Context: an optimization exercise on an open-source flow, tuned for small area and a short achievable clock period. The choices shown serve that exercise and are no tape-out recipe.
Function was checked by simulation only, so behaviour that the tests miss may differ from the original.
No activity file was given, so power comes from the tool's default toggle rates.

Setup of yarrow:
Design nios_2, start of the top module:
module nios_2 (
input clk,
input rst,
input enable,   
input  [31:0] inst_fetch,
output wire [7:0] prog_count_o,
output wire        data_mem_wr_o,     
output wire        data_mem_rd_o,     
output wire [31:0] data_mem_addr_o,   
output wire [31:0] data_mem_wdata_o,   
input       [31:0] data_mem_rdata_i    
);
==> flow/config.mk <==
export PLATFORM = sky130hd
export DESIGN_NAME = nios_2
export DESIGN_NICKNAME = nios_2
export VERILOG_FILES = /design/flow/design.v
export SDC_FILE = /design/flow/constraint.sdc
export NUM_CORES = 4
export LEC_CHECK = 0
export CAP_MARGIN = 20
export CORE_MARGIN = 2
export CORE_UTILIZATION = 40
export PLACE_DENSITY = 0.5
export SETUP_SLACK_MARGIN = 5.0
export SLEW_MARGIN = 20
export TNS_END_PERCENT = 20
==> flow/constraint.sdc <==
create_clock -name core_clock -period 10.0 [get_ports {clk}]
set_input_delay 2.0000 -clock core_clock [delete_from_list [all_inputs] [get_ports {clk}]]
set_output_delay 2.0000 -clock core_clock [all_outputs]
set_load 0.01 [all_outputs]
run.sh (not shown) runs the stock make flow with config.mk's settings and CLKGATE_MAP_FILE= SYNTH_SCRIPT=/design/flow/synth_recipe.tcl, a recipe that flattens the netlist after the stock synthesis.
What xenon does differently from yarrow at the input level:
# yarrow
export LEC_CHECK = 0
export CAP_MARGIN = 20
export CORE_MARGIN = 2
export CORE_UTILIZATION = 40
export PLACE_DENSITY = 0.5
export SETUP_SLACK_MARGIN = 5.0
export SLEW_MARGIN = 20
export TNS_END_PERCENT = 20
create_clock -name core_clock -period 10.0 [get_ports {clk}]
# xenon
export LEC_CHECK = 0
export CAP_MARGIN = 20
export CORE_MARGIN = 2
export CORE_UTILIZATION = 45
export CTS_CLUSTER_DIAMETER = 60
export CTS_CLUSTER_SIZE = 20
export PLACE_DENSITY = 0.55
export SETUP_SLACK_MARGIN = 5.0
export SLEW_MARGIN = 20
export TNS_END_PERCENT = 0
create_clock -name core_clock -period 10.0 [get_ports {clk}]
==> comparison <==
The clock latency of the later-clocked register in the worst-skew pair on xenon is in line with that on yarrow. The run with more routed wire is yarrow, not xenon. Number of resized instances in the post-cts repair step: xenon > yarrow. [compare] base=yarrow new=xenon: clock network power share saw a decrease, relative contribution of combinational cells to total power climbed 0.4 points.
Edits applied to the flow inputs when going from xenon to quartz:
# xenon
export LEC_CHECK = 0
export CAP_MARGIN = 20
export CORE_MARGIN = 2
export CORE_UTILIZATION = 45
export CTS_CLUSTER_DIAMETER = 60
export CTS_CLUSTER_SIZE = 20
export PLACE_DENSITY = 0.55
export SETUP_SLACK_MARGIN = 5.0
export SLEW_MARGIN = 20
export TNS_END_PERCENT = 0
create_clock -name core_clock -period 10.0 [get_ports {clk}]
# quartz
export LEC_CHECK = 0
export CAP_MARGIN = 20
export CORE_MARGIN = 2
export CORE_UTILIZATION = 40
export CTS_CLUSTER_DIAMETER = 60
export CTS_CLUSTER_SIZE = 20
export PLACE_DENSITY = 0.5
export SETUP_SLACK_MARGIN = 5.0
export SLEW_MARGIN = 20
export TNS_END_PERCENT = 20
create_clock -name core_clock -period 10.0 [get_ports {clk}]
Findings:
quartz against xenon: share of the core filled with cells now smaller; non-clock buffer count now larger; design area now larger. quartz — layout cell share with drive strength beyond 1 2.6 points higher, xenon as reference. Compared with xenon, quartz shows wire length higher by about 3.4%. Compared with xenon, quartz shows a lower portion of total power attributed to sequential cells. Data required time of the critical path delta for quartz relative to xenon: 0.06 ns higher. Delta (quartz minus xenon): fraction of power consumed by the clock network rose 0.7 points, final worst clock skew shows a reduction of 0.0048 ns, clock buffer instance count of the final layout now sits higher.
--- input diff quartz..harbor ---
# quartz
export LEC_CHECK = 0
export CAP_MARGIN = 20
export CORE_MARGIN = 2
export CORE_UTILIZATION = 40
export CTS_CLUSTER_DIAMETER = 60
export CTS_CLUSTER_SIZE = 20
export PLACE_DENSITY = 0.5
export SETUP_SLACK_MARGIN = 5.0
export SLEW_MARGIN = 20
export TNS_END_PERCENT = 20
create_clock -name core_clock -period 10.0 [get_ports {clk}]
# harbor
export LEC_CHECK = 0
export CAP_MARGIN = 20
export CORE_MARGIN = 2
export CORE_UTILIZATION = 40
export CTS_BUF_LIST = sky130_fd_sc_hd__clkbuf_8
export PLACE_DENSITY = 0.5
export SETUP_SLACK_MARGIN = 5.0
export SLEW_MARGIN = 20
export TNS_END_PERCENT = 20
create_clock -name core_clock -period 10.0 [get_ports {clk}]
--- outcome ---
quartz has a lower share of final layout cell area taken by clock buffers and inverters than harbor. quartz -> harbor: top-level port count flat. Power dissipated in combinational cells for harbor: about 2% down relative to quartz.

## port drivers added, routing unchanged
In the flow no input, the clock included, has a driving cell. The finished layouts below were timed again as built, in two steps. Step 1 sets driving cells, clkbuf_16 on the clock port and buf_2 on the other inputs (assumed; they add their load-dependent delay and slew). Step 2 also shifts input and output timing later by t, the mid clock arrival at the registers, as if the neighbouring blocks saw the same clock. Three values: no drivers, after step 1, after step 2; two values: the first two.
run	t, ns	setup WS [ns]	hold WS [ns]	slew at the worst register clock pin (ns)
yarrow	0.873	4.342 / 4.342 / 3.582	0.318 / 0.318 / 0.318	0.07 / 0.07
xenon	0.840	4.055 / 4.110 / 3.270	0.327 / 0.327 / 0.327	0.09 / 0.09
quartz	0.834	4.372 / 4.372 / 3.752	0.311 / 0.311 / 0.311	0.09 / 0.09
harbor	1.083	4.273 / 4.273 / 3.512	0.321 / 0.321 / 0.321	0.09 / 0.09
After both steps every run listed still meets setup and hold. The setup slack of xenon, which loses most, moves by +0.055 ns with the drivers and by -0.785 ns with both steps.
